What follows belongs to an exercise in optimizing a design on an open flow for small area; a production flow would make more cautious choices. Only simulation tests tie the RTL to the original design; equivalence was not proved. No driver is modelled on the clock port, so clock power and skew are understated where the tree is cut down; a real chip needs a root buffer or a tree. No activity file was given, so power comes from the tool's default toggle rates.

<file path="flow/flow/run.sh">
#!/bin/bash
# The standard layout (standard.sh) with these changes:
# - synthesis maps with an area-oriented ABC script (flow/area.abc) and
#   without the separate full/half-adder extraction;
# - the port buffers use the smallest buffer cell;
# - the clock tree is one clock buffer driving every flip-flop
#   (flow/cts_collapse.tcl, run after CTS);
# - all pins on the middle of the bottom edge (flow/io_pins.tcl);
# - power recovery (downsizing non-critical cells) after global routing.
set -euo pipefail
here=$(pwd)
export FLOW_ABC_SCRIPT=$here/flow/area.abc
bash standard.sh \
  SYNTH_SCRIPT=$here/flow/synth.tcl \
  ADDER_MAP_FILE= \
  'BUFFER_PORTS_ARGS=-buffer_cell sky130_fd_sc_hd__buf_1' \
  'CTS_ARGS=-sink_clustering_enable -sink_clustering_size 20 -sink_clustering_max_diameter 500 -root_buf sky130_fd_sc_hd__clkbuf_4 -buf_list sky130_fd_sc_hd__clkbuf_4 -dont_use_dummy_load' \
  PRE_IO_PLACEMENT_TCL=$here/flow/io_pins.tcl \
  POST_CTS_TCL=$here/flow/cts_collapse.tcl \
  RECOVER_POWER=100 \
  finish > standard.log 2>&1
</file>
<file path="flow/flow/area.abc">
strash
dch -f
amap
topo
</file>
<file path="flow/flow/cts_collapse.tcl">
# POST_CTS hook: drive every clock sink from the root clock buffer. The leaf
# clock buffers CTS made under the root are removed and their loads moved onto
# the root's net; the root is then sized up until the flip-flop clock pins'
# slew is within 110 ps.
set block [ord::get_db_block]
set root [$block findInst clkbuf_0_CLK]
set rootnet [[$root findITerm X] getNet]
foreach it [$rootnet getITerms] {
  set inst [$it getInst]
  if { $inst == $root || [$it isOutputSignal] } { continue }
  set master [[$inst getMaster] getName]
  if { ![string match "sky130_fd_sc_hd__clkbuf_*" $master] } { continue }
  set outnet [[$inst findITerm X] getNet]
  foreach load [$outnet getITerms] {
    if { [$load getInst] == $inst } { continue }
    $load disconnect
    $load connect $rootnet
  }
  puts "cts_collapse: removed [$inst getName]"
  odb::dbInst_destroy $inst
  odb::dbNet_destroy $outnet
}
proc clk_pin_slew { } {
  estimate_parasitics -placement
  set mx 0
  foreach p [get_pins -hierarchical */CLK] {
    set s [get_property $p slew_max]
    if { $s > $mx } { set mx $s }
  }
  return $mx
}
set db [ord::get_db]
foreach size {2 4 8 16} {
  $root swapMaster [$db findMaster sky130_fd_sc_hd__clkbuf_$size]
  set s [clk_pin_slew]
  puts "cts_collapse: root clkbuf_$size, flip-flop clock slew $s"
  if { $s <= 0.110 } { break }
}
detailed_placement
check_placement -verbose
</file>
<file path="flow/flow/io_pins.tcl">
# PRE_IO_PLACEMENT hook: put every pin on the bottom edge, near its middle,
# so the design's cells (and its flip-flops) sit close together.
set die [[ord::get_db_block] getDieArea]
set w [expr {[$die dx] / 1000.0}]
set lo [expr {$w / 2 - 15}]
set hi [expr {$w / 2 + 15}]
set_io_pin_constraint -pin_names [get_ports *] -region bottom:$lo-$hi
</file>
<file path="flow/flow/synth.tcl">
# The standard flow's synthesis script (synth_recipe.tcl), with ABC's technology mapping
# run from an area-oriented script instead of ORFS's speed script.
proc synth {args} { yosys synth -nofsm -noshare {*}$args }
proc abc {args} {
  set i [lsearch $args -script]
  if { $i >= 0 } {
    set args [lreplace $args $i [expr {$i + 1}] -script $::env(FLOW_ABC_SCRIPT)]
  }
  yosys abc {*}$args
}
source $::env(SCRIPTS_DIR)/synth.tcl
# left out here: clear keep_hierarchy, flatten, clean up, hide names made inside functions, write 1_2_yosys.v
</file>
<file path="flow/standard.sh">
#!/bin/bash
# synth_recipe.tcl (not shown) runs the flow's synth.tcl, then flattens the netlist and writes it again
# the make line also repeats each setting of config.mk as NAME=value (left out here)
make -C /OpenROAD-flow-scripts/flow DESIGN_CONFIG=/design/flow/config.mk WORK_HOME=/design/flow/orfs CLKGATE_MAP_FILE= SYNTH_SCRIPT=/design/flow/synth_recipe.tcl "${@:-finish}"
</file>
<file path="flow/config.mk">
export PLATFORM = sky130hd
export DESIGN_NAME = lab3_2
export DESIGN_NICKNAME = lab3_2
export VERILOG_FILES = /design/flow/design.v
export SDC_FILE = /design/flow/constraint.sdc
export NUM_CORES = 4
export LEC_CHECK = 0
export CAP_MARGIN = 20
export CORE_AREA = 5 5 65 65
export DIE_AREA = 0 0 70 70
export PLACE_DENSITY = 0.9
export SLEW_MARGIN = 20
</file>
<file path="flow/constraint.sdc">
create_clock -name core_clock -period 30.0 [get_ports {CLK}]
set_input_delay 6.0000 -clock core_clock [delete_from_list [all_inputs] [get_ports {CLK}]]
set_output_delay 6.0000 -clock core_clock [all_outputs]
set_load 0.01 [all_outputs]
</file>
<file path="flow/design.v">
`timescale 1ns / 1ps
module lab3_2(
			input[3:0] command,
			input CLK,
			input mode,
			output reg total_time1,
			output reg [3:0] total_time0,
			output reg total_cost1,
			output reg [3:0] total_cost0,
			output reg [3:2] coord_x,
			output reg [1:0] coord_y,
			output reg warning
    );
wire n_tt1, n_t0, n_t1, n_t2, n_t3, n_tc1, n_d0, n_d1, n_d2, n_d3, n_x0, n_x1, n_y0, n_y1, n_w;
wire c0 = command[0], c1 = command[1], c2 = command[2], c3 = command[3];
wire m = mode;
wire T1 = total_time1, t0 = total_time0[0], t1 = total_time0[1], t2 = total_time0[2], t3 = total_time0[3];
wire C1 = total_cost1, d0 = total_cost0[0], d1 = total_cost0[1], d2 = total_cost0[2], d3 = total_cost0[3];
wire x0 = coord_x[2], x1 = coord_x[3], y0 = coord_y[0], y1 = coord_y[1];
wire g20 = t3 & t0;
wire g21 = g20 & T1;
wire g22 = ~g20 & ~T1;
wire g23 = ~g22 & ~m;
wire g24 = g23 & ~g21;
wire g25 = ~t0 & ~m;
wire g26 = ~g20 & ~m;
wire g27 = t1 & t0;
wire g28 = ~t1 & ~t0;
wire g29 = ~g28 & ~g27;
wire g30 = g29 & g26;
wire g31 = g27 & ~t2;
wire g32 = ~g27 & ~t3;
wire g33 = g32 & t2;
wire g34 = ~g33 & ~g31;
wire g35 = ~g34 & g26;
wire g36 = ~g31 & g26;
wire g37 = g36 & ~g32;
wire g38 = ~c2 & ~c1;
wire g39 = ~g38 & ~c0;
wire g40 = ~g39 & ~c3;
wire g41 = c2 & c1;
wire g42 = ~g41 & ~g38;
wire g43 = g42 & x1;
wire g44 = ~x1 & ~x0;
wire g45 = g44 & ~g42;
wire g46 = ~g45 & ~g43;
wire g47 = ~y1 & ~y0;
wire g48 = g47 & ~c2;
wire g49 = y1 & c2;
wire g50 = ~g49 & ~g48;
wire g51 = g50 & ~y0;
wire g52 = ~g51 & g46;
wire g53 = ~g52 & g40;
wire g54 = g38 & ~c0;
wire g55 = ~g54 & ~c3;
wire g56 = g54 & c3;
wire g57 = ~g56 & ~g55;
wire g58 = ~g57 & ~m;
wire g59 = g58 & ~g53;
wire g60 = ~g59 & ~d1;
wire g61 = g40 & d0;
wire g62 = g59 & d1;
wire g63 = ~g62 & ~g60;
wire g64 = g63 & ~g61;
wire g65 = ~g64 & ~g60;
wire g66 = g65 & d2;
wire g67 = ~g66 & ~m;
wire g68 = g67 & ~d3;
wire g69 = ~g65 & d3;
wire g70 = ~g69 & g67;
wire g71 = ~g63 & g61;
wire g72 = ~g71 & ~g64;
wire g73 = g72 & ~m;
wire g74 = g73 & ~g70;
wire g75 = ~g74 & ~g68;
wire g76 = ~g75 & ~C1;
wire g77 = g75 & C1;
wire g78 = ~g77 & ~m;
wire g79 = g78 & ~g76;
wire g80 = ~g40 & ~d0;
wire g81 = ~g61 & ~m;
wire g82 = g81 & ~g80;
wire g83 = g72 & ~d3;
wire g84 = ~g83 & g70;
wire g85 = ~g65 & ~d2;
wire g86 = ~g85 & g68;
wire g87 = c1 & ~c0;
wire g88 = ~g87 & g59;
wire g89 = ~g88 & ~m;
wire g90 = g89 & x0;
wire g91 = g46 & ~x0;
wire g92 = g91 & g88;
wire g93 = ~g92 & ~g90;
wire g94 = g42 & x0;
wire g95 = ~g94 & ~g45;
wire g96 = ~g95 & g88;
wire g97 = g89 & x1;
wire g98 = ~g97 & ~g96;
wire g99 = ~c1 & ~c0;
wire g100 = ~g99 & g59;
wire g101 = g100 & ~g50;
wire g102 = ~g100 & ~m;
wire g103 = g102 & y0;
wire g104 = ~g103 & ~g101;
wire g105 = g102 & y1;
wire g106 = ~y0 & ~c2;
wire g107 = ~g47 & c2;
wire g108 = ~g107 & ~g106;
wire g109 = g108 & g100;
wire g110 = ~g109 & ~g105;
assign n_tt1 = g24;
assign n_t0 = g25;
assign n_t1 = g30;
assign n_t2 = g35;
assign n_t3 = g37;
assign n_tc1 = g79;
assign n_d0 = g82;
assign n_d1 = g84;
assign n_d2 = g86;
assign n_d3 = g74;
assign n_x0 = ~g93;
assign n_x1 = ~g98;
assign n_y0 = ~g104;
assign n_y1 = ~g110;
assign n_w = m;
always @(posedge CLK) begin
	warning <= n_w;
	total_time1 <= n_tt1;
	total_time0 <= {n_t3, n_t2, n_t1, n_t0};
	total_cost1 <= n_tc1;
	total_cost0 <= {n_d3, n_d2, n_d1, n_d0};
	coord_x <= {n_x1, n_x0};
	coord_y <= {n_y1, n_y0};
end
endmodule
</file>
==> results.txt, run 1 <==
- The number of inserted diodes is 0.
- Data on the critical path is required at its endpoint by 30.06 ns.
- The post-placement setup slack is about 21 ns.
- The most used standard cell by instance count after synthesis is dfxtp_1.
- The first global-routing pass estimated 2150 um of wire.
- The critical path is of the in -> reg type.
- The share of synthesized area occupied by flip-flops and latches is 0.430.
- The total area inside the core boundary comes to roughly 0.0034 mm^2.
- The number of max-cap violations is 0.
- After clock tree synthesis, the clock-pin slew on the worst setup and hold paths is around 0.09 ns.
- The arrival time at the worst endpoint is 8.53 ns.
- The floorplan step defined a die boundary enclosing 0.00490 mm^2.
- The effective utilization at floorplan is 0.204.
- The wire length reported by the detailed router is 1280 um.
- The count of flip-flops with a built-in enable after synthesis is 0.
- Of the total power, the share spent switching nets is 0.301.
- 21 I/O pins were placed.
- The leakage power summed over all cells is between 0.2 and 0.3 nW.
- The number of cell rows is 21.
- The number of warning messages in the yosys log is 1.
- The startpoint of the lowest-slack hold path is total_time0[0]$_DFF_P_.
- After synthesis, the cell types taking the most area are dfxtp_1 (43%), buf_4 (13%), o21ai_0 (6.5%).
- From left edge to right edge, the die measures 70 um.
- The final clock period utilization by the worst path is 0.282.
- Setup total negative slack on the finished layout was measured at 0 ns.
- Global routing finished with a remaining overflow of 0.
- The layout has ~400 filler cells.
- The CTS sink count is 15.
- The clock skew is 0.00156 ns.
- The detailed-routing iteration count for the pre-antenna-repair pass is 5.
- The detail-routed net length per standard cell is 8.91 um.
- Ranked by instance count, the synthesized netlist is headed by dfxtp_1 (15), buf_4 (12), nor2_1 (12).
- The combined area of all synthesized cells is 698 um^2.
- Dividing total power by cell area gives a power density of 54.2 mW/mm^2.
- The final routed DRC violation total is 0.
- The post-placement cell area is 741 um^2.
- The endpoint type of the worst setup path is a flop.
- The share of synthesized registers carrying an async set or reset is 0.
- The maximum number of pins on one net before global-route repair is 16.
- The total count of hold-check failures in the final report is 0.
- The iteration-0 DRC count of the detailed router is 26.
- The flow ran to the end and the layout has no timing, DRC or antenna violations.
- In this run the critical register-to-register path is launched from coord_x[2]$_DFF_P_.
- The internal power contribution is 0.0286 mW.
- The synthesis-to-finish area growth is 8.06%.
- The design area is 754 um^2.
- The global placement routability congestion is 0.763.
- The initial antenna violation count came to 0.
- Of all nets on the critical path, the largest fanout is 5.
- Summing all flip-flop and latch instances after layout gives about 300 um^2.
- Measured on the finished design, the core utilization comes to 0.221.
- The share of power burned in the clock network is 0.191.
- The total vias in the final route is 600.
- The sequential cell fraction of total power is 0.579.
- The area taken by multi-input logic gates is 270 um^2.
- The die is about 70 um tall.
- The clock latency at the later pin of the worst-skew pair is 0.15 ns.
- After synthesis, the mean cell area works out to 7.84 um^2.
- The final layout net count is 106.
- The port buffer count is 20.
- For this run, the total global-route usage over all layers was measured as 0.0581.
- The maximum VDD drop is approximately 0.027 mV.
- Setup repair after global routing left no endpoint under its margin.
- In this run, distinct cell masters in the synthesized netlist total 18.
- For the pin with the worst max-slew slack, the measured transition is 0.327 ns.
- Of the post-synthesis cell area, the dominant cell type holds 0.430.
- The average via count per standard cell is 4.17.
- For this run, the top clock speed supported by timing is about 120 MHz.
- The layout cell share with drive strength beyond 1 is 0.0102.
- The worst pin sits at a relative slew slack of 0.780.
- Synthesis inferred 15 register bits.
- The flip-flop cell with the highest count after synthesis is dfxtp_1.
- The gate count after technology mapping is 89.
- The net load switching power is 0.0123 mW.
- The number of global-route vias before repair came to 533.
- The source of the critical timing path is command[2].
- Of the total power, combinational logic draws 0.230.
- The kind of path behind the tightest hold check is reg -> reg.
- The setup violation total in the final timing report is 0.
- The final count of pins violating max slew is 0.
- The worst setup path is launched from an input port.
- The placed wire-length estimate is 1070 um.
- The final critical-path required period is between 8 and 9 ns.
- The post-detailed-route count of antenna-violating nets is 0.
- On the final layout, the worst hold slack is 0.470 ns.
- The worst path setup slack after routing is 21.53 ns.
- The number of nets in the synthesized netlist is 95.
- The most area-hungry cell type in the Yosys netlist is dfxtp_1.
-- cells in the final DEF, fill, tap and decap left out, drive strengths merged, types with 2 or more instances in the layout --
| cell | n |
|---|---|
| dfxtp | 15 |
| a21oi | 6 |
| o21ai | 9 |
| o21a | 3 |
| a32oi | 2 |
| clkinv | 10 |
| nor3 | 3 |
| clkbuf | 2 |
| nor2 | 12 |
| nand2 | 7 |
| o22ai | 3 |
| buf | 19 |
-- sequential cells by signal, summed over array words and instances (netlist names) --
| signal | count |
|---|---|
| total_cost1 | 1 |
| total_cost0 | 4 |
| total_time1 | 1 |
| warning | 1 |
| total_time0 | 4 |
| coord_x | 2 |
| coord_y | 2 |
-- metal layers --
metal  global-route usage  vias up  share of wire
met5                    0        -              0
met4               0.0128        0              0
met3                    0        0          0.019
met2                0.124        8           0.57
met1               0.0620      281           0.41
li1                     -      311              -
-- final timing paths --
path	end	slack, ns	depth (start not counted)
worst max-delay path	total_cost1$_DFF_P_	21.53	18
worst min register to register	total_time0[0]$_DFF_P_	0.47	1
worst min-delay path	total_time0[0]$_DFF_P_	0.47	1
worst max register to register	total_cost1$_DFF_P_	27.43	17
-- critical path, cell delays in order --
cell and delay [ns]:
buf_1 0.16, clkinv_1 0.13, o21ai_0 0.30, o21ai_0 0.16
a21o_1 0.17, a21oi_1 0.28, nor2_1 0.07, a21oi_1 0.15
nand2_1 0.08, o21ai_0 0.11, clkinv_1 0.12, nand2_1 0.08
nand2_1 0.06, a21oi_1 0.17, nor3_1 0.08, nor2_1 0.17
nor2_1 0.06, a211oi_1 0.18
-- stage by stage --
stage,power (mW),cells
after floorplan,0.0326,89
after global placement,0.0332,143
after detailed placement,0.0336,143
after global routing,0.0434,144
final,0.0409,144
-- cell families (layout without fill, tap and decap cells) --
kind of cell,Yosys count,in the layout,share of synthesized area
compound gates,27,27,0.238
buf+inv,22,31,0.183
flops,15,15,0.430
simple gates,25,25,0.149
-- power by group through the flow --
stage               Sequential (mW)  Combinational, mW  Clock, mW
finish                       0.0237            0.00942    0.00782
global route                 0.0240             0.0108    0.00867
detailed placement           0.0241            0.00945          0
global placement             0.0240            0.00921          0
floorplan                    0.0239            0.00875          0
-- area by class of cell --
| class | instances | share of cell area |
|---|---|---|
| flip-flops and latches | 15 | 0.398 |
| multi-input cells | 52 | 0.358 |
| repair buffers | 20 | 0.0995 |
| well taps | 46 | 0.0763 |
| inverters | 10 | 0.0498 |
| clock buffers | 1 | 0.0182 |
==> run 2, diff against run 1 <==
--- a/flow/flow/run.sh
+++ b/flow/flow/run.sh
@@ -6,5 +6,4 @@
 # - the clock tree is one clock buffer driving every flip-flop
 #   (flow/cts_collapse.tcl, run after CTS);
-# - all pins on the middle of the bottom edge (flow/io_pins.tcl);
 # - power recovery (downsizing non-critical cells) after global routing.
 set -euo pipefail
@@ -16,5 +15,4 @@
   'BUFFER_PORTS_ARGS=-buffer_cell sky130_fd_sc_hd__buf_1' \
   'CTS_ARGS=-sink_clustering_enable -sink_clustering_size 20 -sink_clustering_max_diameter 500 -root_buf sky130_fd_sc_hd__clkbuf_4 -buf_list sky130_fd_sc_hd__clkbuf_4 -dont_use_dummy_load' \
-  PRE_IO_PLACEMENT_TCL=$here/flow/io_pins.tcl \
   POST_CTS_TCL=$here/flow/cts_collapse.tcl \
   RECOVER_POWER=100 \
--- a/flow/flow/cts_collapse.tcl
+++ b/flow/flow/cts_collapse.tcl
@@ -31,5 +31,5 @@
 }
 set db [ord::get_db]
-foreach size {2 4 8 16} {
+foreach size {4 8 16} {
   $root swapMaster [$db findMaster sky130_fd_sc_hd__clkbuf_$size]
   set s [clk_pin_slew]
removed: flow/flow/io_pins.tcl
==> run 2 against run 1 <==
  * Hold slack got worse by 0.0085 ns
  * Synthesized cell count did not move
  * Synthesized area unchanged
  * Via count rose by 1.0%
  * Cell area did not move
  * Clock-buffer cell count unchanged
  * Sequential power about the same
  * Clock power is 6.9% higher
  * Largest cell class unchanged
==> results.txt, run 2 <==
- For this run, the share of the core covered by cells in the final layout is 0.221.
- The die span in y is 70 um.
- The startpoint kind of the worst setup timing path is an input port.
- The detailed router finished its first iteration with 30 violations.
- The number of warning messages in the yosys log is 1.
- The synthesized area per cell is 7.84 um^2.
- Before CTS, the worst setup slack after placement is roughly 21 ns.
- The post-placement cell count is 143.
- The initial antenna violation count is 0.
- In this run the core area contains 21 standard-cell rows.
- The final count of pins violating max slew was 0.
- The highest clock rate is 119 MHz.
- The final critical-path required period is 8.41 ns.
- The largest individual stage delay along the critical path comes from the cell a21oi_1.
- The register clock-pin slew on the reported worst setup and hold paths is 0.10 ns.
- The flip-flop cell with the highest count after synthesis is dfxtp_1.
- The endpoint type of the worst setup path is a flop.
- The critical path goes through buf_1 -> clkinv_1 -> o21ai_0 -> o21ai_0 -> a21o_1 -> a21oi_1 -> nor2_1 -> a21oi_1 -> nand2_1 -> o21ai_0 -> clkinv_1 -> nand2_1 -> nand2_1 -> a21oi_1 -> nor3_1 -> nor2_1 -> nor2_1 -> a211oi_1.
- After floorplanning, the core was sized to cover about 0.0034 mm^2.
- Sorting the synthesized cells by area gives the leading types as dfxtp_1 (43%), buf_4 (13%), o21ai_0 (6.5%).
- Summed over all failing endpoints, the final setup total negative slack is 0 ns.
- The global route total overflow is 0.
- The combined area of all synthesized cells is 698 um^2.
- The cell family with the largest share of critical-path delay is compound AO/OA/AOI/OAI gates.
- Data arrives at the worst endpoint at 8.48 ns.
- Compared with the post-synthesis result, the final layout area differs by 8.06%.
- The commonest cells after synthesis are dfxtp_1 (15), buf_4 (12), nor2_1 (12).
- For this design, the sink count on the clock tree is 15.
- The remaining max-slew budget at the tightest pin is 0.772.
- After detailed placement, the total cell area comes to 741 um^2.
- The stage delay of the slowest cell on the critical path is 0.28 ns.
- The final layout contains routed wiring with a total length of 1450 um.
- The power per unit of standard cell area is about 55 mW/mm^2.
- The number of nets in the synthesized netlist is between 90 and 100.
- In the layout the commonest cells are buf_1 (19), dfxtp_1 (15), nor2_1 (12).
- In the final layout, the registers with the most flip-flops are total_cost0 (4), total_time0 (4).
- The worst-case IR drop observed on VDD is 0.0207 mV.
- Entering global routing, the biggest net connects 16 pins.
- The final clock period utilization by the worst path is 0.280.
- For this design the top-level I/O count stands at 21.
- Yosys mapped the design onto 18 distinct sky130hd cell types.
- The design area is 754 um^2.
- At the later pin of the worst-skew pair, clock insertion delay measures 0.15 ns.
- The share of synthesized registers carrying an async set or reset is 0.
- The average via count per standard cell is 4.21.
- The number of antenna diodes in the final layout is 0.
- The global-route wire length before repair is 2300 um.
- The overall die area is 0.00490 mm^2.
- The total count of hold-check failures in the final report is 0.
- The floorplan die width is 70 um.
- The design draws 0.0415 mW.
- In the final layout, the share of cells above drive strength 1 is 0.0102.
- The run finished with no timing, DRC or antenna violations.
- The clock skew is 0.00206 ns.
- The effective utilization at floorplan is 0.204.
- Once layout is complete, the cells apart from fillers number 144.
- The final routed DRC violation total is 0.
- In the synthesized netlist, the number of instances is 89.
- Of the post-synthesis cell area, the dominant cell type holds 0.430.
- The worst hold path belongs to the class reg -> reg.
- The number of register bits inferred by synthesis is 15.
- Once detailed placement completed, the half-perimeter wirelength came to 1150 um.
- The final layout net count is about 110.
- During placement, the flow inserted port buffers numbering 20.
- The share of synthesized area occupied by flip-flops and latches is 0.430.
- The total vias in the final route is 606.
- Data on the critical path is required at its endpoint by 30.08 ns.
- The tool flagged a number of max-cap violations equal to 0.
- Leaving out fill and tap cells, the most frequent cell in the layout is buf_1.
- Dividing the detail-routed wire length by the instance count gives 10.0 um.
- Setup repair after global routing left no endpoint under its margin.
- The count of filler cells inserted in the layout is 394.
- The detailed-routing iteration count for the pre-antenna-repair pass is 4.
- Yosys instantiated no cell more often than dfxtp_1.
- The analysis attributes to cell leakage a power of 0.258 nW.
- The global placement routability congestion is slightly below 0.8.
- The most area-hungry cell type in the Yosys netlist is dfxtp_1.
- The detail route stage leaves a number of antenna-violating nets equal to 0.
- The number of global-route vias before repair is 530.
- In this run the worst path has a maximum fanout of 5.
- The slew at the pin with the worst max-slew slack is approximately 0.34 ns.
- The kind of critical path is in -> reg.
- The number of buffers and inverters on the critical path is 3.
- The count of flip-flops with a built-in enable after synthesis is 0.
- The worst path setup slack after routing is 21.59 ns.
- The global-route usage over all layers is 0.0679.
- The final worst hold slack is 0.462 ns.
- The setup violation total in the final timing report is 0.
==> run 2: cell families (layout without fill, tap and decap cells) <==
kind of cell    after synthesis  in the layout  synth area share
compound gates               27             27             0.238
simple gates                 25             25             0.149
flops                        15             15             0.430
buf+inv                      22             31             0.183
==> run 2: routing by layer <==
metal  global-route usage  up-vias  share of wire
met5                    0        -              0
li1                     -      317              -
met3               0.0187        0          0.084
met2                0.110       22           0.47
met4              0.00638        0              0
met1               0.0930      267           0.45
==> run 2: worst paths after layout <==
path              depth (start not counted)             endpoint                start  slack (ns)
setup / recovery                         18  total_cost1$_DFF_P_           command[2]       21.59
hold / removal                            1  total_time1$_DFF_P_  total_time1$_DFF_P_        0.46
setup reg to reg                         17  total_cost1$_DFF_P_   coord_x[2]$_DFF_P_       27.48
hold reg to reg                           1  total_time1$_DFF_P_  total_time1$_DFF_P_        0.46
==> run 2: area by class of cell <==
| type | count | area (um^2) | area share |
|---|---|---|---|
| repair buffers | 20 | 75.1 | 0.0995 |
| clock buffers | 1 | 13.8 | 0.0182 |
| inverters | 10 | 37.5 | 0.0498 |
| flip-flops and latches | 15 | 300 | 0.398 |
| multi-input cells | 52 | 270 | 0.358 |
| well taps | 46 | 57.6 | 0.0763 |
==> run 2: power breakdown <==
| group | leakage (nW) | switching, mW | internal, mW |
|---|---|---|---|
| clock | 0.00719 | 0.00527 | 0.00309 |
| sequential | 0.124 | 0.00155 | 0.0220 |
| combinational | 0.127 | 0.00605 | 0.00356 |
==> run 2: worst register-to-register path, stage by stage (launching register included) <==
cell and delay, ns:
dfxtp_1 0.36, clkinv_1 0.10, nand3_1 0.09, o21ai_0 0.13
a21o_1 0.17, a21oi_1 0.28, nor2_1 0.07, a21oi_1 0.15
nand2_1 0.08, o21ai_0 0.11, clkinv_1 0.13, nand2_1 0.09
nand2_1 0.07, a21oi_1 0.17, nor3_1 0.08, nor2_1 0.15
nor2_1 0.05, a211oi_1 0.15
==> run 3, diff against run 2 <==
--- a/flow/flow/run.sh
+++ b/flow/flow/run.sh
@@ -4,6 +4,7 @@
 #   without the separate full/half-adder extraction;
 # - the port buffers use the smallest buffer cell;
-# - the clock tree is one clock buffer driving every flip-flop
-#   (flow/cts_collapse.tcl, run after CTS);
+# - the clock port drives the leaf clock buffers directly, each sized
+#   to its load (flow/cts_leaves.tcl, run after CTS);
+# - all pins on the middle of the bottom edge (flow/io_pins.tcl);
 # - power recovery (downsizing non-critical cells) after global routing.
 set -euo pipefail
@@ -15,5 +16,6 @@
   'BUFFER_PORTS_ARGS=-buffer_cell sky130_fd_sc_hd__buf_1' \
   'CTS_ARGS=-sink_clustering_enable -sink_clustering_size 20 -sink_clustering_max_diameter 500 -root_buf sky130_fd_sc_hd__clkbuf_4 -buf_list sky130_fd_sc_hd__clkbuf_4 -dont_use_dummy_load' \
-  POST_CTS_TCL=$here/flow/cts_collapse.tcl \
+  PRE_IO_PLACEMENT_TCL=$here/flow/io_pins.tcl \
+  POST_CTS_TCL=$here/flow/cts_leaves.tcl \
   RECOVER_POWER=100 \
   finish > standard.log 2>&1
==> flow/flow/cts_leaves.tcl (new file) <==
# POST_CTS hook: the clock port drives the leaf clock buffers directly. The
# root clock buffer CTS made is removed and the leaves' inputs moved onto the
# clock port's net (the port then feeds only the leaves); each leaf is then
# given the smallest clock buffer that keeps its flip-flops' clock-pin slew
# within 115 ps.
set block [ord::get_db_block]
set db [ord::get_db]
set root [$block findInst clkbuf_0_CLK]
set clknet [[$root findITerm A] getNet]
set rootnet [[$root findITerm X] getNet]
set leaves {}
foreach it [$rootnet getITerms] {
  set inst [$it getInst]
  if { $inst == $root } { continue }
  $it disconnect
  $it connect $clknet
  lappend leaves $inst
}
puts "cts_leaves: removed [$root getName], [llength $leaves] leaves on the clock port"
odb::dbInst_destroy $root
odb::dbNet_destroy $rootnet
proc leaf_slew { leaf } {
  estimate_parasitics -placement
  set mx 0
  foreach it [[[$leaf findITerm X] getNet] getITerms] {
    if { [$it getInst] == $leaf } { continue }
    set p [get_pins [[$it getInst] getName]/[[$it getMTerm] getName]]
    set s [get_property $p slew_max]
    if { $s > $mx } { set mx $s }
  }
  return $mx
}
foreach leaf $leaves {
  foreach size {1 2 4 8 16} {
    $leaf swapMaster [$db findMaster sky130_fd_sc_hd__clkbuf_$size]
    set s [leaf_slew $leaf]
    puts "cts_leaves: [$leaf getName] clkbuf_$size, clock-pin slew $s"
    if { $s <= 0.115 } { break }
  }
}
detailed_placement
check_placement -verbose
==> flow/flow/io_pins.tcl (new file) <==
# PRE_IO_PLACEMENT hook: put every pin on the bottom edge, near its middle,
# so the design's cells (and its flip-flops) sit close together.
set die [[ord::get_db_block] getDieArea]
set w [expr {[$die dx] / 1000.0}]
set lo [expr {$w / 2 - 15}]
set hi [expr {$w / 2 + 15}]
set_io_pin_constraint -pin_names [get_ports *] -region bottom:$lo-$hi
removed: flow/flow/cts_collapse.tcl
==> run 3 against run 2 <==
  * Clock skew grew 0.026 ns
  * Global-route usage decreased by 1.4 points
  * Via count down 1.3%
  * Wire length decreased by 11%
  * Worst setup slack worse by 0.046 ns
  * Clock power shrank 13%
==> results.txt, run 3 <==
- The run finished with no timing, DRC or antenna violations.
- The layout cell share with drive strength beyond 1 is 0.0202.
- The combined area of all synthesized cells is 698 um^2.
- The library cell used most frequently in the layout, excluding fill and tap cells, is buf_1.
- The number of global-route vias before repair is about 530.
- The detail-routed net length per standard cell is 8.86 um.
- Of the synthesized area, sequential elements account for 0.430.
- In the synthesized netlist, the cells that appear most often are dfxtp_1 (15), buf_4 (12), nor2_1 (12).
- For the worst setup path, the data required time is roughly 30 ns.
- After synthesis, the largest family of logic cells by area is compound AO/OA/AOI/OAI gates.
- For this run, the number of Yosys warnings is 1.
- Of the total synthesized cell area, the portion taken by full adders, half adders and majority gates is 0.
- Measured against its own limit, the worst slew margin works out to 0.777.
- The net load switching power is 0.0122 mW.
- Dividing the synthesized area by the synthesized cell count gives roughly 8 um^2.
- The port buffer count is 20.
- After synthesis the netlist holds a flip-flop and latch count of 15.
- Of the total power, registers draw 0.587.
- Of all cell types, the one taking the most synthesized area is dfxtp_1.
- The maximum VDD drop is approximately 0.027 mV.
- The global placement routability congestion is 0.763.
- The floorplan die width is 70 um.
- The top cell types in the final layout, fill and taps aside, are buf_1 (19), dfxtp_1 (15), nor2_1 (12).
- The final layout contains routed wiring with a total length of 1290 um.
- For this run, asynchronously set or reset flops after synthesis account for 0.
- The critical path goes through buf_1 -> clkinv_1 -> o21ai_0 -> o21ai_0 -> a21o_1 -> a21oi_1 -> nor2_1 -> a21oi_1 -> nand2_1 -> o21ai_0 -> clkinv_1 -> nand2_1 -> nand2_1 -> a21oi_1 -> nor3_1 -> nor2_1 -> nor2_1 -> a211oi_1.
- The total vias in the final route is 598.
- Of the total power, the share spent switching nets is 0.303.
- The cell family with the largest share of critical-path delay is compound AO/OA/AOI/OAI gates.
- The highest clock rate is 118 MHz.
- The count of cell types in the netlist is 18.
- The critical path contains buffers and inverters numbering 3 combined.
- The detailed router used layers up to and including met4.
- The floorplan step defined a die boundary enclosing 0.00490 mm^2.
- The clock reaches the later pin of the worst-skew pair after 0.15 ns.
- Yosys attributes the largest share of cell area to dfxtp_1 (43%), buf_4 (13%), o21ai_0 (6.5%).
- The setup violation total in the final timing report is 0.
- The share of synthesized area in the top cell type comes to 0.430.
- Synthesis handed over a netlist of 89 instances.
- The routed design uses 38 um of met3 wire.
- The area growth from synthesis to layout is 7.89%.
- The leakage power summed over all cells is 0.260 nW.
- The maximum number of pins on one net before global-route repair is 11.
- After floorplanning, the core was divided into 21 placement rows.
- The final routed DRC violation total is 0.
- The arrival time at the worst endpoint is approximately 8.5 ns.
- Power spread over the standard cell area amounts to 53.5 mW/mm^2.
- The internal power of the cells totals 0.0281 mW.
- The detailed-routing iteration count for the pre-antenna-repair pass is 4.
- Setup slack closes at approximately 22 ns.
- The die span in y is approximately 70 um.
- Of all nets on the critical path, the largest fanout is 5.
- The worst hold path belongs to the class reg -> reg.
- The share of synthesized cell area in and, or, nand and nor gates is 0.149.
- The routed length on met2 is 706 um.
- In this design, the stage delay of the slowest critical-path cell is 0.31 ns.
- The aggregate negative setup slack is 0 ns.
- Setup repair after global routing left no endpoint under its margin.
- Synthesis produced a netlist with a net count of 95.
- The most common cell in the synthesized netlist is dfxtp_1.
- Measured against the total synthesized area, the mux share comes to 0.
- The global-route wire length before repair is 2180 um.
- Of the total synthesized cell area, the portion taken by XOR and XNOR cells is 0.
- The kind of critical path is in -> reg.
- The share of total power dissipated in the clock network is 0.180.
- The placed wire-length estimate is approximately 1100 um.
- The largest registers in the layout are total_cost0 (4), total_time0 (4).
- Before CTS, the worst setup slack after placement is between 20 and 25 ns.
- The post-detailed-route count of antenna-violating nets is 0.
- The post-route met1 wirelength is 512 um.
- STA classifies the critical path endpoint as a flop.
- The clock skew is 0.0279 ns.
- The fraction of the mapped netlist area in compound gates was 0.238.
- The count of flip-flops with a built-in enable after synthesis is 0.
- For this design the top-level I/O count stands at 21.
- The flip-flop cell with the highest count after synthesis is dfxtp_1.
- After global routing the overflow that remains totals 0.
- After the first detailed-routing iteration, the DRC count stood at 15.
- Dividing the detail-routed via count by the number of cells gives 4.12.
- The effective utilization at floorplan is 0.204.
- The CTS sink count is 15.
- The total count of hold-check failures in the final report came to 0.
- The net count of the finished layout is 107.
- The final count of pins violating max slew came to 0.
- In the global route stage, overall resource usage came out at 0.0537.
- The register clock-pin slew on the reported worst setup and hold paths is 0.09 ns.
- STA classifies the critical path startpoint as an input port.
- Across all hold checks on the routed design, the worst slack comes to 0.469 ns.
- The final critical-path required period is ~8.5 ns.
- The initial antenna violation count is 0.
- The number of max-cap violations is 0.
- The final clock period utilization by the worst path is 0.282.
- For this design, the slowest cell found on the critical path is o21ai_0.
- The region available for standard cell placement spans 0.00342 mm^2.
- 0 antenna diodes ended up in the layout.
- For the pin with the worst max-slew slack, the measured transition is roughly 0.33 ns.
- The part of the power in combinational logic is 0.233.
run 3: changes by cell type in the layout (fill, tap and decap cells not counted):
cell,delta
clkbuf_4,+1
clkbuf_2,+1
clkbuf_8,-1
run 3: power by group through the flow:
| stage | clock, mW | sequential (mW) | combinational (mW) |
|---|---|---|---|
| 2_1_floorplan | 0 | 0.0239 | 0.00875 |
| 3_3_place_gp | 0 | 0.0240 | 0.00921 |
| 3_5_place_dp | 0 | 0.0241 | 0.00945 |
| 5_1_grt | 0.00786 | 0.0240 | 0.0108 |
| 6_report | 0.00724 | 0.0236 | 0.00940 |
run 3: logic make-up after synthesis:
| kind of cell | Yosys count |
|---|---|
| buf+inv | 22 |
| compound gates | 27 |
| flops | 15 |
| simple gates | 25 |
run 3: layout make-up:
| class | instances | area [um^2] |
|---|---|---|
| Clock buffer | 2 | 12.5 |
| Fill cell | 401 | 2660 |
| Inverter | 10 | 37.5 |
| Multi-Input combinational cell | 52 | 270 |
| Sequential cell | 15 | 300 |
| Tap cell | 46 | 57.6 |
| Timing Repair Buffer | 20 | 75.1 |
run 3: path summary, 6_finish.rpt:
kind	cells past startpoint	endpoint	from	slack, ns
setup / recovery	18	total_cost1$_DFF_P_	command[2]	21.55
hold / removal	1	total_time0[0]$_DFF_P_	total_time0[0]$_DFF_P_	0.47
setup reg to reg	17	total_cost1$_DFF_P_	coord_x[2]$_DFF_P_	27.47
hold reg to reg	1	total_time0[0]$_DFF_P_	total_time0[0]$_DFF_P_	0.47
run 3: stage by stage:
step / power, mW / instances / util / area [um^2]
2_1_floorplan: 0.0326 / 89 / - / 698
3_3_place_gp: 0.0332 / 143 / 0.217 / 741
3_5_place_dp: 0.0336 / 143 / 0.217 / 741
5_1_grt: 0.0426 / 145 / 0.221 / 753
6_report: 0.0403 / 145 / 0.221 / 753
run 3: per-layer routing:
layer / vias up / track usage
li1: 313 / -
met1: 273 / 0.0482
met2: 10 / 0.109
met3: 2 / 0.0129
met4: 0 / 0.0255
met5: - / 0
==> run 4, diff against run 3 <==
==> flow/design.v (replaced) <==
`timescale 1ns / 1ps
module lab3_2(
			input[3:0] command,
			input CLK,
			input mode,
			output reg total_time1,
			output reg [3:0] total_time0,
			output reg total_cost1,
			output reg [3:0] total_cost0,
			output reg [3:2] coord_x,
			output reg [1:0] coord_y,
			output reg warning
    );
wire n_tt1, n_t0, n_t1, n_t2, n_t3, n_tc1, n_d0, n_d1, n_d2, n_d3, n_x0, n_x1, n_y0, n_y1;
wire c0 = command[0], c1 = command[1], c2 = command[2], c3 = command[3];
wire m = mode;
wire T1 = total_time1, t0 = total_time0[0], t1 = total_time0[1], t2 = total_time0[2], t3 = total_time0[3];
wire C1 = total_cost1, d0 = total_cost0[0], d1 = total_cost0[1], d2 = total_cost0[2], d3 = total_cost0[3];
wire x0 = coord_x[2], x1 = coord_x[3], y0 = coord_y[0], y1 = coord_y[1];
wire gt7 = ~t1 & ~t0;
wire gt8 = ~gt7 & t3;
wire gt9 = gt8 & T1;
wire gt10 = ~gt8 & ~T1;
wire gt11 = ~gt10 & ~m;
wire gt12 = gt11 & ~gt9;
wire gt13 = ~t0 & ~m;
wire gt14 = t1 & t0;
wire gt15 = ~t3 & ~m;
wire gt16 = gt15 & ~gt7;
wire gt17 = gt16 & ~gt14;
wire gt18 = ~gt14 & ~t2;
wire gt19 = gt14 & t2;
wire gt20 = ~gt19 & gt15;
wire gt21 = gt20 & ~gt18;
wire gt22 = ~gt8 & ~m;
wire gt23 = gt22 & ~gt20;
assign n_tt1 = gt12;
assign n_t0 = gt13;
assign n_t1 = gt17;
assign n_t2 = gt21;
assign n_t3 = gt23;
wire gp15 = ~c2 & ~c1;
wire gp16 = gp15 & ~c0;
wire gp17 = ~gp16 & c3;
wire gp18 = ~gp15 & ~c0;
wire gp19 = ~gp18 & ~c3;
wire gp20 = c1 & ~c0;
wire gp21 = c2 & c1;
wire gp22 = ~gp21 & ~gp15;
wire gp23 = ~gp22 & x1;
wire gp24 = ~gp22 & ~x0;
wire gp25 = ~gp24 & ~x1;
wire gp26 = ~gp25 & ~gp23;
wire gp27 = ~y0 & c2;
wire gp28 = gp27 & ~y1;
wire gp29 = y1 & ~c2;
wire gp30 = ~gp29 & ~gp28;
wire gp31 = gp30 & c0;
wire gp32 = gp31 & ~gp26;
wire gp33 = ~gp32 & ~gp20;
wire gp34 = gp33 & gp19;
wire gp35 = ~gp34 & ~gp17;
wire gp36 = gp35 & d1;
wire gp37 = gp19 & d0;
wire gp38 = ~gp35 & ~d1;
wire gp39 = ~gp38 & ~gp36;
wire gp40 = gp39 & gp37;
wire gp41 = ~gp40 & ~gp36;
wire gp42 = ~gp41 & d2;
wire gp43 = ~gp42 & ~d3;
wire gp44 = ~gp39 & ~gp37;
wire gp45 = gp40 & ~d3;
wire gp46 = ~gp45 & ~gp44;
wire gp47 = gp46 & ~gp43;
wire gp48 = gp47 & C1;
wire gp49 = ~gp47 & ~C1;
wire gp50 = ~gp49 & ~m;
wire gp51 = gp50 & ~gp48;
wire gp52 = ~gp19 & ~d0;
wire gp53 = ~gp37 & ~m;
wire gp54 = gp53 & ~gp52;
wire gp55 = ~gp43 & ~gp40;
wire gp56 = gp46 & ~m;
wire gp57 = gp56 & ~gp55;
wire gp58 = gp41 & ~d2;
wire gp59 = ~gp58 & ~m;
wire gp60 = gp59 & gp43;
wire gp61 = ~gp46 & ~m;
wire gp62 = gp61 & ~gp43;
wire gp63 = gp35 & ~gp20;
wire gp64 = gp63 & ~gp26;
wire gp65 = ~gp64 & ~x0;
wire gp66 = gp63 & x0;
wire gp67 = ~gp66 & ~m;
wire gp68 = gp67 & ~gp65;
wire gp69 = ~gp63 & x1;
wire gp70 = gp63 & ~x1;
wire gp71 = ~gp70 & ~gp69;
wire gp72 = gp22 & x0;
wire gp73 = ~gp72 & gp25;
wire gp74 = ~gp73 & ~m;
wire gp75 = gp74 & ~gp71;
wire gp76 = ~gp33 & ~c3;
wire gp77 = gp76 & gp30;
wire gp78 = ~gp77 & ~y0;
wire gp79 = gp76 & y0;
wire gp80 = ~gp79 & ~m;
wire gp81 = gp80 & ~gp78;
wire gp82 = y0 & ~c2;
wire gp83 = ~gp82 & ~gp28;
wire gp84 = gp83 & gp76;
wire gp85 = ~gp76 & ~y1;
wire gp86 = ~gp85 & ~m;
wire gp87 = gp86 & ~gp84;
assign n_tc1 = gp51;
assign n_d0 = gp54;
assign n_d1 = gp57;
assign n_d2 = gp60;
assign n_d3 = gp62;
assign n_x0 = gp68;
assign n_x1 = gp75;
assign n_y0 = gp81;
assign n_y1 = gp87;
always @(posedge CLK) begin
	warning <= m;
	total_time1 <= n_tt1;
	total_time0 <= {n_t3, n_t2, n_t1, n_t0};
	total_cost1 <= n_tc1;
	total_cost0 <= {n_d3, n_d2, n_d1, n_d0};
	coord_x <= {n_x1, n_x0};
	coord_y <= {n_y1, n_y0};
end
endmodule
--- a/flow/flow/run.sh
+++ b/flow/flow/run.sh
@@ -1,5 +1,6 @@
 #!/bin/bash
 # The standard layout (standard.sh) with these changes:
-# - synthesis maps with an area-oriented ABC script (flow/area.abc) and
+# - synthesis maps with area-oriented ABC scripts (flow/abc/), keeping the
+#   smallest result, and
 #   without the separate full/half-adder extraction;
 # - the port buffers use the smallest buffer cell;
@@ -10,5 +11,5 @@
 set -euo pipefail
 here=$(pwd)
-export FLOW_ABC_SCRIPT=$here/flow/area.abc
+export FLOW_ABC_SCRIPTS="$(ls $here/flow/abc/m* | tr "\n" " ")"
 bash standard.sh \
   SYNTH_SCRIPT=$here/flow/synth.tcl \
==> flow/flow/abc/m1 (new file) <==
strash
dch -f
amap
topo
==> flow/flow/abc/m2 (new file) <==
strash
dch
amap
topo
==> flow/flow/abc/m3 (new file) <==
strash
amap
topo
==> flow/flow/abc/m4 (new file) <==
strash
dc2
dch
amap
topo
==> flow/flow/abc/m5 (new file) <==
strash
dch -f
map -a
topo
==> flow/flow/abc/m6 (new file) <==
strash
&get -n
&dch
&nf -a
&put
topo
--- a/flow/flow/io_pins.tcl
+++ b/flow/flow/io_pins.tcl
@@ -3,5 +3,5 @@
 set die [[ord::get_db_block] getDieArea]
 set w [expr {[$die dx] / 1000.0}]
-set lo [expr {$w / 2 - 15}]
-set hi [expr {$w / 2 + 15}]
+set lo [expr {$w / 2 - 10}]
+set hi [expr {$w / 2 + 10}]
 set_io_pin_constraint -pin_names [get_ports *] -region bottom:$lo-$hi
==> flow/flow/synth.tcl (replaced) <==
# The standard flow's synthesis script (synth_recipe.tcl), with ABC's technology mapping
# run from area-oriented scripts instead of ORFS's speed script: each script
# in FLOW_ABC_SCRIPTS maps the same logic and the smallest result is kept.
proc synth {args} { yosys synth -nofsm -noshare {*}$args }
proc my_area { } {
  set r [tee -q -s result.string stat {*}$::lib_args]
  if { [regexp {Chip area for module[^:]*:\s*([0-9.]+)} $r -> a] } { return $a }
  return 1e18
}
proc abc {args} {
  set i [lsearch $args -script]
  set best ""
  set best_area 1e18
  yosys design -save my_pre_abc
  foreach s $::env(FLOW_ABC_SCRIPTS) {
    yosys design -load my_pre_abc
    yosys abc {*}[lreplace $args $i [expr {$i + 1}] -script $s]
    set a [my_area]
    puts "bench abc: $s gives $a"
    if { $a < $best_area } {
      set best_area $a
      set best $s
      yosys design -save my_best_abc
    }
  }
  yosys design -load my_best_abc
  puts "bench abc: kept $best ($best_area)"
}
source $::env(SCRIPTS_DIR)/synth.tcl
# left out here: clear keep_hierarchy, flatten, clean up, hide names made inside functions, write 1_2_yosys.v
--- a/flow/config.mk
+++ b/flow/config.mk
@@ -9,4 +9,4 @@
 export CORE_AREA = 5 5 65 65
 export DIE_AREA = 0 0 70 70
-export PLACE_DENSITY = 0.9
+export PLACE_DENSITY = 0.95
 export SLEW_MARGIN = 20
removed: flow/flow/area.abc
==> run 4 against run 3 <==
  * The flow now stops in I/O pin placement (3_2_place_iop)
  * Synthesized cell count decreased by 9.0%
  * Synthesized area decreased by 3.0%
==> results.txt, run 4 <==
- The share of synthesized registers carrying an async set or reset is 0.
- The most used standard cell by instance count after synthesis is dfxtp_1.
- Counting distinct cell types in the post-synthesis netlist gives 20.
- In this run the cell area of the synthesized design comes to a little under 700 um^2.
- The effective utilization at floorplan is 0.198.
- The main combinational cell family by area after synthesis is compound AO/OA/AOI/OAI gates.
- The die is 70 um tall.
- The first error in the log reads "[ERROR PPL-0111] 1 constraint(s) does not have available slots for the pins".
- The gate count after technology mapping is 81.
- The number of cell rows is 21.
- When the netlist entered floorplanning its net count stood at between 80 and 90.
- The synthesized-area fraction occupied by adder cells is 0.
- In this run, synthesis inferred 0 flip-flops with an integrated enable.
- For this run, the register share of the synthesized area comes to 0.444.
- The flow did not finish.
- Measured along the x axis, the die boundary spans 70 um.
- The number of warning messages in the yosys log is 1.
- The flow stopped in I/O pin placement (3_2_place_iop).
- The fraction of the mapped netlist area in compound gates is 0.213.
- The share of the synthesized area in the top cell type is 0.444.
- By area the synthesized netlist is led by dfxtp_1 (44%), buf_4 (13%), a21oi_1 (6.7%).
- The post-synthesis share of cell area spent on xor and xnor gates is 0.
- In this run, synthesis produced a sequential element count of 15.
- The synthesized area per cell is 8.36 um^2.
- After synthesis, the share of cell area in mux cells is 0.
- In the synthesized netlist, the cells that appear most often are dfxtp_1 (15), buf_4 (12), nor2_1 (12).
- The most area-hungry cell type in the Yosys netlist is dfxtp_1.
- The flip-flop cell with the highest count after synthesis is dfxtp_1.
- Of the total synthesized cell area, the portion taken by AND, OR, NAND and NOR gates is 0.189.
run 4: kinds of logic after synthesis:
family,count (synthesis)
AND/OR/NAND/NOR,27
flip-flops,15
AO/OA/AOI/OAI,23
buffers and inverters,16
==> run 5, diff against run 4 <==
--- a/flow/flow/io_pins.tcl
+++ b/flow/flow/io_pins.tcl
@@ -3,5 +3,5 @@
 set die [[ord::get_db_block] getDieArea]
 set w [expr {[$die dx] / 1000.0}]
-set lo [expr {$w / 2 - 10}]
-set hi [expr {$w / 2 + 10}]
+set lo [expr {$w / 2 - 12}]
+set hi [expr {$w / 2 + 12}]
 set_io_pin_constraint -pin_names [get_ports *] -region bottom:$lo-$hi
==> run 5 against run 4 <==
  * Now clean on timing, DRC and antenna
  * Synthesized area is the same
  * Synthesized cell count did not move
==> results.txt, run 5 <==
- The run finished with no timing, DRC or antenna violations.
- Dividing total power by cell area gives a power density of 51.7 mW/mm^2.
- The clock latency at the later pin of the worst-skew pair is 0.15 ns.
- The startpoint identified for the worst register-to-register timing path is coord_x[2]$_DFF_P_.
- The synthesis-to-finish area growth is 8.50%.
- The aggregate negative setup slack is 0 ns.
- After the first detailed-routing iteration, the DRC count stood at 24.
- The largest total area in the synthesized netlist belongs to dfxtp_1.
- Routability-driven placement finished with a final weighted congestion of 0.786.
- The overall power consumption is around 0.038 mW.
- The initial antenna violation count is 0.
- The port buffer count is 20.
- In the final routed layout, each cell accounts on average for 9.47 um.
- The placed wire-length estimate is 1010 um.
- The number of warning messages in the yosys log is 1.
- By startpoint and endpoint, the worst setup path is classified as in -> reg.
- On the final layout, the worst clock skew is ~0.0075 ns.
- The setup violation total in the final timing report is 0.
- The largest registers in the layout are total_cost0 (4), total_time0 (4).
- The count of flip-flops with a built-in enable after synthesis is 0.
- The die span in y is approximately 70 um.
- The global-route wire length before repair is 2260 um.
- The arrival time at the worst endpoint is a little over 8 ns.
- After synthesis the netlist holds a flip-flop and latch count of 15.
- The critical path starts at command[2].
- The slew at the pin with the worst max-slew slack is 0.653 ns.
- After floorplanning, the core was divided into 21 placement rows.
- The number of global-route vias before repair is approximately 500.
- The repair_antennas step left the layout with diodes totalling 0.
- The endpoint identified for the worst register-to-register timing path is total_cost0[1]$_DFF_P_.
- The final worst hold slack is ~0.48 ns.
- The CTS sink count is 15.
- Once layout is complete, the utilization of the core stands at 0.215.
- The synthesized area per cell is around 8.4 um^2.
- The final count of pins violating max slew was 0.
- The cell area that synthesis handed to floorplanning was 677 um^2.
- The final layout net count is just under 100.
- The capture point of the critical path is total_cost0[1]$_DFF_P_.
- After detailed routing, the total wire length is 1300 um.
- The maximum VDD drop is 0.0158 mV.
- In the synthesized netlist, the cells that appear most often are dfxtp_1 (15), buf_4 (12), nor2_1 (12).
- Measured against its own limit, the worst slew margin works out to 0.565.
- 21 I/O pins were placed.
- The post-detailed-route count of antenna-violating nets is 0.
- The length in cells of the worst reg-to-reg path is 10.
- The global route total overflow is 0.
- The share of synthesized area in the top cell type comes to 0.444.
- The leakage power summed over all cells is approximately 0.24 nW.
- Max-cap violations in this run came to 0.
- The most used standard cell by instance count after synthesis is dfxtp_1.
- Of the synthesized area, sequential elements account for 0.444.
- The clock period could shrink to between 8 and 9 ns.
- Leaving out fill and tap cells, the most frequent cell in the layout is buf_1.
- Of all flip-flops after synthesis, the portion carrying an async set or reset was 0.
- The final route contains 582 vias.
- The floorplan step defined a die boundary enclosing 0.00490 mm^2.
- For this run, the top clock speed supported by timing is approximately 120 MHz.
- Along the worst path, the maximum fanout reaches 4.
- The average via count per standard cell is 4.25.
- The startpoint kind of the worst setup timing path is an input port.
- In this run the worst hold path is classified as reg -> reg.
- At the worst endpoint, the required time is 30.05 ns.
- The post-placement cell area is 719 um^2.
- The gate count after technology mapping is 81.
- The reg-to-reg setup timing slack is 27.67 ns.
- The register clock-pin slew on the reported worst setup and hold paths is 0.08 ns.
- The detailed-routing iteration count for the pre-antenna-repair pass is 5.
- In the finished design, the share of the clock period the worst path needs comes to 0.272.
- Sorting the synthesized cells by area gives the leading types as dfxtp_1 (44%), buf_4 (13%), a21oi_1 (6.7%).
- Setup repair after global routing left no endpoint under its margin.
- The number of nets in the synthesized netlist is 87.
- Leaving out fill and tap cells, the most frequent cells in the layout are buf_1 (19), dfxtp_1 (15), nor2_1 (12).
- In this run the standard cell core region covers roughly 0.0034 mm^2.
- For this run, design rule violations remaining after detail routing come to 0.
- The flip-flop cell with the highest count after synthesis is dfxtp_1.
- The count of cell types in the netlist is 20.
- The endpoint type of the worst setup path is a flop.
- The total count of hold-check failures in the final report is 0.
- The die is ~70 um wide.
- The global-route usage over all layers is 0.0566.
- The finished cells cover between 700 and 800 um^2.
- Entering global routing, the biggest net connects 16 pins.
- In the final layout, the share of cells above drive strength 1 is 0.0220.
- The effective utilization at floorplan is 0.198.
[run 5: cell counts after synthesis]
Identical to the previous run, type by type.
[run 5: report_power, final]
group | switching, mW | internal [mW]
Clock | 0.00469 | 0.00318
Sequential | 0.00131 | 0.0214
Combinational | 0.00471 | 0.00263
[run 5: per-layer routing]
| metal | wire length, um | track usage | up-vias | part of all wire |
|---|---|---|---|---|
| met4 | 27 | 0.0255 | 0 | 0.021 |
| met1 | 546 | 0.0601 | 280 | 0.42 |
| li1 | - | - | 297 | - |
| met3 | 22 | 0.0172 | 2 | 0.017 |
| met2 | 701 | 0.102 | 3 | 0.54 |
| met5 | 0 | 0 | - | 0 |
[run 5: worst min path at each step]
stage                                        end  slack [ns]              startpoint  cells past startpoint
after floorplan           total_time0[0]$_DFF_P_        0.42  total_time0[0]$_DFF_P_                      1
after global placement    total_time0[0]$_DFF_P_        0.43  total_time0[0]$_DFF_P_                      1
after detailed placement     total_cost1$_DFF_P_        0.47     total_cost1$_DFF_P_                      1
after global routing      total_time0[0]$_DFF_P_        0.51  total_time0[0]$_DFF_P_                      1
final                     total_time0[0]$_DFF_P_        0.48  total_time0[0]$_DFF_P_                      1
[run 5: metrics by stage]
step,worst slack (ns),instances
6_report,21.83,137
5_1_grt,21.37,137
3_5_place_dp,21.70,135
3_3_place_gp,21.87,135
2_1_floorplan,22.15,81
[run 5: cell type report]
cell class	count	area [um^2]
Multi-Input combinational cell	50	272
Clock buffer	2	15.0
Sequential cell	15	300
Fill cell	387	2680
Timing Repair Buffer	20	75.1
Inverter	4	15.0
Tap cell	46	57.6
[run 5: kinds of logic (layout without fill, tap and decap cells)]
logic type / count (synthesis) / after routing / synth area share
AO/OA/AOI/OAI: 23 / 23 / 0.213
AND/OR/NAND/NOR: 27 / 27 / 0.189
buffers and inverters: 16 / 26 / 0.155
flip-flops: 15 / 15 / 0.444
[run 5: worst max-delay path, stage by stage]
cell and delay, ns:
buf_1 0.11, nor2_1 0.14, a21oi_1 0.08, o21ai_0 0.22, o21ai_0 0.16, a31oi_1 0.23
a22oi_1 0.12, o21ai_0 0.21, or2_0 0.22, nor2_1 0.06, a21oi_1 0.30, clkinv_1 0.13
a211oi_1 0.23
==> run 6, diff against run 5 <==
--- a/flow/flow/io_pins.tcl
+++ b/flow/flow/io_pins.tcl
@@ -3,5 +3,5 @@
 set die [[ord::get_db_block] getDieArea]
 set w [expr {[$die dx] / 1000.0}]
-set lo [expr {$w / 2 - 12}]
-set hi [expr {$w / 2 + 12}]
+set lo [expr {$w / 2 - 15}]
+set hi [expr {$w / 2 + 15}]
 set_io_pin_constraint -pin_names [get_ports *] -region bottom:$lo-$hi
--- a/flow/config.mk
+++ b/flow/config.mk
@@ -9,4 +9,4 @@
 export CORE_AREA = 5 5 65 65
 export DIE_AREA = 0 0 70 70
-export PLACE_DENSITY = 0.95
+export PLACE_DENSITY = 0.9
 export SLEW_MARGIN = 20
==> run 6 against run 5 <==
  * Register-to-register slack barely moved
  * Highest routed layer unchanged
  * Worst setup slack improved by 0.041 ns
  * Clock-buffer cell count did not move
  * Still clean on timing, DRC and antenna
  * Power fell by 1.6%
  * Fmax rose by 0.50%
  * Synthesized area did not move
  * Synthesized cell count did not move
  * Critical endpoint is now total_cost1$_DFF_P_
==> results.txt, run 6 <==
- The largest fanout on the critical path is 4.
- In this run the count of I/O pins placed on the die edge is 21.
- The port buffer count is 20.
- The final layout contains 99 nets.
- The endpoint required time on the critical path is 30.00 ns.
- The effective utilization at floorplan is 0.198.
- The endpoint type of the worst setup path is a flop.
- The overall power consumption is 0.0373 mW.
- The most common cell after layout, fill and taps aside is buf_1.
- The worst hold path belongs to the class reg -> reg.
- The most area-hungry cell type in the Yosys netlist is dfxtp_1.
- Across every metal layer, demand over resource in global routing totals 0.0515.
- The initial antenna violation count is 0.
- The global-route wire length before repair is about 2100 um.
- The most used standard cell by instance count after synthesis is dfxtp_1.
- The number of global-route vias before repair is 462.
- The smallest clock period supported by the final layout is computed as 8.13 ns.
- Dividing the detail-routed wire length by the instance count gives just under 9 um.
- Along the worst hold path, the cell count comes to 1.
- After routing, the total negative slack on setup checks comes to 0 ns.
- Across the run, the number of max-cap violations was 0.
- The worst register-to-register path has a setup slack of 27.68 ns.
- The area of the core is 0.00342 mm^2.
- The share of the synthesized area in the top cell type is 0.444.
- The global route total overflow is 0.
- The die is 70 um tall.
- The critical path is of the in -> reg type.
- At the end of routability-driven placement, the weighted congestion stood at 0.770.
- The flip-flop cell with the highest count after synthesis is dfxtp_1.
- The average via count per standard cell is 3.95.
- After synthesis, the netlist uses 20 different library cells.
- The average instance in the mapped netlist occupies about 8.4 um^2.
- In this run, synthesis inferred 0 flip-flops with an integrated enable.
- The detailed-routing iteration count for the pre-antenna-repair pass is 4.
- The number of register bits inferred by synthesis is 15.
- The worst register-to-register path begins at coord_x[3]$_DFF_P_.
- The worst hold path begins at total_time0[0]$_DFF_P_.
- Data on the critical path arrives at its endpoint at approximately 8 ns.
- The sink of the worst hold path is total_time0[0]$_DFF_P_.
- Summing over every cut layer, the via total after detailed routing is approximately 540.
- The floorplan die width is 70 um.
- The length in cells of the worst reg-to-reg path is 12.
- The slew at the pin with the worst max-slew slack is roughly 0.64 ns.
- The number of warning messages in the yosys log is 1.
- The share of synthesized registers carrying an async set or reset is 0.
- Setup repair after global routing left no endpoint under its margin.
- After clock tree synthesis, the clock-pin slew on the worst setup and hold paths is about 0.11 ns.
- In the synthesized netlist, the cells that appear most often are dfxtp_1 (15), buf_4 (12), nor2_1 (12).
- The routed design has 1220 um of wire.
- Static timing analysis puts the maximum clock frequency at approximately 120 MHz.
- The clock skew is roughly 0.021 ns.
- The endpoint of the worst register-to-register path is total_cost1$_DFF_P_.
- From synthesis to final layout, the design area changed by 8.13%.
- The maximum number of pins on one net before global-route repair is 16.
- In the finished design, the share of the clock period the worst path needs comes to 0.271.
- In the final layout, the share of cells above drive strength 1 is 0.0220.
- The final count of pins violating max slew is 0.
- The setup violation total in the final timing report is 0.
- Synthesis produced a netlist with a net count of 87.
- IR analysis of the VDD net gives a maximum drop of 0.0218 mV.
- The library cells used most frequently in the layout, excluding fill and tap cells, are buf_1 (19), dfxtp_1 (15), nor2_1 (12).
- The worst setup path is launched from an input port.
- The gate count after technology mapping is 81.
- The clock latency at the later pin of the worst-skew pair is 0.15 ns.
- The total count of hold-check failures in the final report is 0.
- The remaining max-slew budget at the tightest pin is 0.576.
- The final routed DRC violation total is 0.
- The share of synthesized area occupied by flip-flops and latches is 0.444.
- The placed wire-length estimate is 962 um.
- Fill cells in the final layout number 389.
- Summed over all cells, the static leakage comes to 0.240 nW.
- The iteration-0 DRC count of the detailed router is 18.
- The largest registers in the layout are total_cost0 (4), total_time0 (4).
- Clock tree synthesis found a total of 15 sinks.
- The overall die area is 0.00490 mm^2.
- The post-detailed-route count of antenna-violating nets is 0.
- In this run the power density over the cells is 51.0 mW/mm^2.
- The run finished with no timing, DRC or antenna violations.
- 0 antenna diodes ended up in the layout.
- The mapped netlist covers between 600 and 700 um^2.
- The number of cell rows is 21.
- In the post-synthesis netlist, the biggest area contributors are dfxtp_1 (44%), buf_4 (13%), a21oi_1 (6.7%).
-- run 6: cell counts after synthesis --
Identical to the previous run, type by type.
-- run 6: worst max path at each step --
stage | from | end | slack (ns)
finish | command[1] | total_cost1$_DFF_P_ | 21.87
global route | command[2] | total_cost0[1]$_DFF_P_ | 21.49
detailed placement | command[1] | total_cost1$_DFF_P_ | 21.77
global placement | command[1] | total_cost1$_DFF_P_ | 21.84
floorplan | command[1] | total_cost1$_DFF_P_ | 22.15
-- run 6: cell families (layout without fill, tap and decap cells) --
group,Yosys count,count (layout),synth area share
buffers and inverters,16,26,0.155
AOI/OAI and AO/OA,23,23,0.213
DFF,15,15,0.444
and+or+nand+nor,27,27,0.189
-- run 6: worst max-delay path: stages --
cell and delay (ns):
buf_1 0.11, nor2_1 0.15, a21oi_1 0.08, o21ai_0 0.20, o21ai_0 0.15, a31oi_1 0.23
a22oi_1 0.12, o21ai_0 0.23, or2_0 0.21, nand2_1 0.09, a21oi_1 0.21, clkinv_1 0.15
a21oi_1 0.14, a311oi_1 0.06
-- run 6: cell type report --
cell class | count | area (um^2) | share of cell area
clock buffer | 2 | 12.5 | 0.0171
timing repair buffer | 20 | 75.1 | 0.103
tap | 46 | 57.6 | 0.0786
sequential | 15 | 300 | 0.410
inverter | 4 | 15.0 | 0.0205
multi-input combinational | 50 | 272 | 0.371
-- run 6: metal layers --
layer	GRT usage	up-vias	routed length, um
met5	0	-	0
met4	0.0191	0	20
met3	0.0172	2	22
met2	0.0892	3	622
met1	0.0583	241	552
li1	-	295	-
-- run 6: power by group --
group / total [mW] / internal (mW) / switching (mW)
clock: 0.00743 / 0.00253 / 0.00490
combinational: 0.00718 / 0.00263 / 0.00454
sequential: 0.0227 / 0.0214 / 0.00129
-- run 6: metrics by stage --
step                instance area, um^2   util  setup slack [ns]  instances  hold WS (ns)
floorplan                           677      -             22.15         81         0.423
global placement                    719  0.211             21.84        135         0.432
detailed placement                  719  0.211             21.77        135         0.441
global route                        732  0.214             21.49        137         0.483
finish                              732  0.214             21.87        137         0.468
==> run 7, diff against run 6 <==
--- a/flow/flow/cts_leaves.tcl
+++ b/flow/flow/cts_leaves.tcl
@@ -3,5 +3,5 @@
 # clock port's net (the port then feeds only the leaves); each leaf is then
 # given the smallest clock buffer that keeps its flip-flops' clock-pin slew
-# within 115 ps.
+# within 120 ps.
 set block [ord::get_db_block]
 set db [ord::get_db]
@@ -36,5 +36,5 @@
     set s [leaf_slew $leaf]
     puts "cts_leaves: [$leaf getName] clkbuf_$size, clock-pin slew $s"
-    if { $s <= 0.115 } { break }
+    if { $s <= 0.120 } { break }
   }
 }
==> run 7 against run 6 <==
  * Still clean on timing, DRC and antenna
  * Die area unchanged
  * Sequential cell count unchanged
  * Core utilization is the same
  * Worst setup slack unchanged
  * Combinational power hardly changed
  * Clock power barely moved
  * Synthesized area did not move
  * Critical path type unchanged
  * Largest cell class unchanged
==> results.txt, run 7 <==
- The run finished with no timing, DRC or antenna violations.
- After the first detailed-routing iteration, the DRC count stood at 18.
- The overall power consumption is ~0.037 mW.
- After synthesis, the netlist uses 20 different library cells.
- The path with the worst hold slack has its endpoint at total_time0[0]$_DFF_P_.
- The wire length reported by the detailed router is 1220 um.
- The largest fanout on the critical path is 4.
- Of the total power, registers draw 0.609.
- Across all register-to-register paths, the minimum setup slack is 27.68 ns.
- Once detailed placement completed, the half-perimeter wirelength came to 962 um.
- The stage delay of the slowest cell on the critical path is between 0.2 and 0.25 ns.
- Walking the worst path, the cells encountered are buf_1 -> nor2_1 -> a21oi_1 -> o21ai_0 -> o21ai_0 -> a31oi_1 -> a22oi_1 -> o21ai_0 -> or2_0 -> nand2_1 -> a21oi_1 -> clkinv_1 -> a21oi_1 -> a311oi_1.
- After synthesis, the share of flip-flops with an asynchronous set or reset is 0.
- STA classifies the critical path endpoint as a flop.
- The flip-flop cell with the highest count after synthesis is dfxtp_1.
- Once layout is complete, the cells apart from fillers number 137.
- The largest registers in the layout are total_cost0 (4), total_time0 (4).
- The synthesis-to-finish area growth is 8.13%.
- Together, buffers and inverters on the worst path number 2.
- The number of nets handed over by synthesis was 87.
- The total count of hold-check failures in the final report is 0.
- Of the total power, the share spent switching nets is 0.287.
- Once placement completed, the tool counted placed cells totaling 135.
- For this configuration, the core starts out at a cell density of 0.198.
- The tightest min-delay check is of the reg -> reg type.
- The biggest area contributor in the post-synthesis netlist is dfxtp_1.
- The number of cell rows is 21.
- The region available for standard cell placement spans 0.00342 mm^2.
- Setup repair after global routing left no endpoint under its margin.
- Dividing the detail-routed wire length by the instance count gives 8.89 um.
- By area the synthesized netlist is led by dfxtp_1 (44%), buf_4 (13%), a21oi_1 (6.7%).
- The cell family with the largest share of critical-path delay is compound AO/OA/AOI/OAI gates.
- The highest clock rate is roughly 120 MHz.
- 21 I/O pins were placed.
- Headroom to the max-slew limit came out at 0.576.
- The source of the critical timing path is command[1].
- Among all cell types in the netlist, the one instantiated most often is dfxtp_1.
- The slew at the pin with the worst max-slew slack is between 0.6 and 0.7 ns.
- Along the worst hold path, the cell count comes to 1.
- For this design, the slowest cell found on the critical path is a31oi_1.
- The final layout contains between 90 and 100 nets.
- Clock-pin slew was measured on the worst setup and hold paths at 0.11 ns.
- The gate count after technology mapping is 81.
- The detailed-routing iteration count for the pre-antenna-repair pass is 4.
- The floorplan die width is around 70 um.
- Hold is met by 0.468 ns.
- After synthesis, the most frequently instantiated cells are dfxtp_1 (15), buf_4 (12), nor2_1 (12).
- The number of warning messages in the yosys log is 1.
- In this run the vertical extent of the chip is 70 um.
- The net load switching power is 0.0107 mW.
- The number of antenna diodes in the final layout is 0.
- For this run, design rule violations remaining after detail routing come to 0.
- Setup violations remaining at the end of the flow were counted as 0.
- The startpoint identified for the worst register-to-register timing path is coord_x[3]$_DFF_P_.
- The final critical-path required period is 8.13 ns.
- The share of the Yosys chip area taken by registers is 0.444.
- Using the TritonRoute via totals, the vias-per-cell ratio works out to between 3 and 4.
- The top cell types in the final layout, fill and taps aside, are buf_1 (19), dfxtp_1 (15), nor2_1 (12).
- The final count of pins violating max slew was 0.
- For the worst flop-to-flop path, the logic depth is 12.
- The global-route wire length before repair is 2090 um.
- The layout cell share with drive strength beyond 1 is 0.0220.
- The aggregate negative setup slack is 0 ns.
- The share of synthesized area in the top cell type comes to 0.444.
- The initial antenna violation count was 0.
- The startpoint identified for the worst hold timing path is total_time0[0]$_DFF_P_.
- The final clock period utilization by the worst path is 0.271.
- VDD sags by at most 0.0218 mV.
- The library cell used most frequently in the layout, excluding fill and tap cells, is buf_1.
- The internal power contribution is around 0.027 mW.
- The cell area that synthesis handed to floorplanning was just under 700 um^2.
==> run 7: cell counts after synthesis <==
Identical to the previous run, type by type.
==> run 7: per-layer routing <==
layer | wire, um | global-route usage
met5 | 0 | 0
met4 | 20 | 0.0191
met3 | 22 | 0.0172
met2 | 622 | 0.0892
met1 | 552 | 0.0583
==> run 7: kinds of logic (layout without fill, tap and decap cells) <==
group	count (synthesis)	in the layout	share of synthesized area
and+or+nand+nor	27	27	0.189
AOI/OAI and AO/OA	23	23	0.213
buffers and inverters	16	26	0.155
DFF	15	15	0.444
==> run 7: metrics by stage <==
| step | area, um^2 | worst slack, ns |
|---|---|---|
| floorplan | 677 | 22.15 |
| global placement | 719 | 21.84 |
| detailed placement | 719 | 21.77 |
| global route | 732 | 21.49 |
| finish | 732 | 21.87 |
==> run 7: worst max path at each step <==
stage,end,cells past startpoint
after floorplan,total_cost1$_DFF_P_,13
after global placement,total_cost1$_DFF_P_,14
after detailed placement,total_cost1$_DFF_P_,14
after global routing,total_cost0[1]$_DFF_P_,13
final,total_cost1$_DFF_P_,14
==> run 7: power by group through the flow <==
stage	combinational, mW	sequential (mW)	clock (mW)
final	0.00718	0.0227	0.00743
after global routing	0.00823	0.0230	0.00883
after detailed placement	0.00717	0.0232	0
after global placement	0.00704	0.0231	0
after floorplan	0.00648	0.0230	0
==> run 7: area by class of cell <==
type | count | area (um^2) | area share
multi-input cells | 50 | 272 | 0.371
inverters | 4 | 15.0 | 0.0205
repair buffers | 20 | 75.1 | 0.103
well taps | 46 | 57.6 | 0.0786
flip-flops and latches | 15 | 300 | 0.410
clock buffers | 2 | 12.5 | 0.0171

Re-timed with assumed drivers on the ports (clkbuf_16 on the clock, buf_2 on other inputs), run 7 has 21.874 ns of setup slack against 21.869 ns with ideal ports, and 21.703 ns once port delays also move by the mid clock arrival of 0.170 ns.
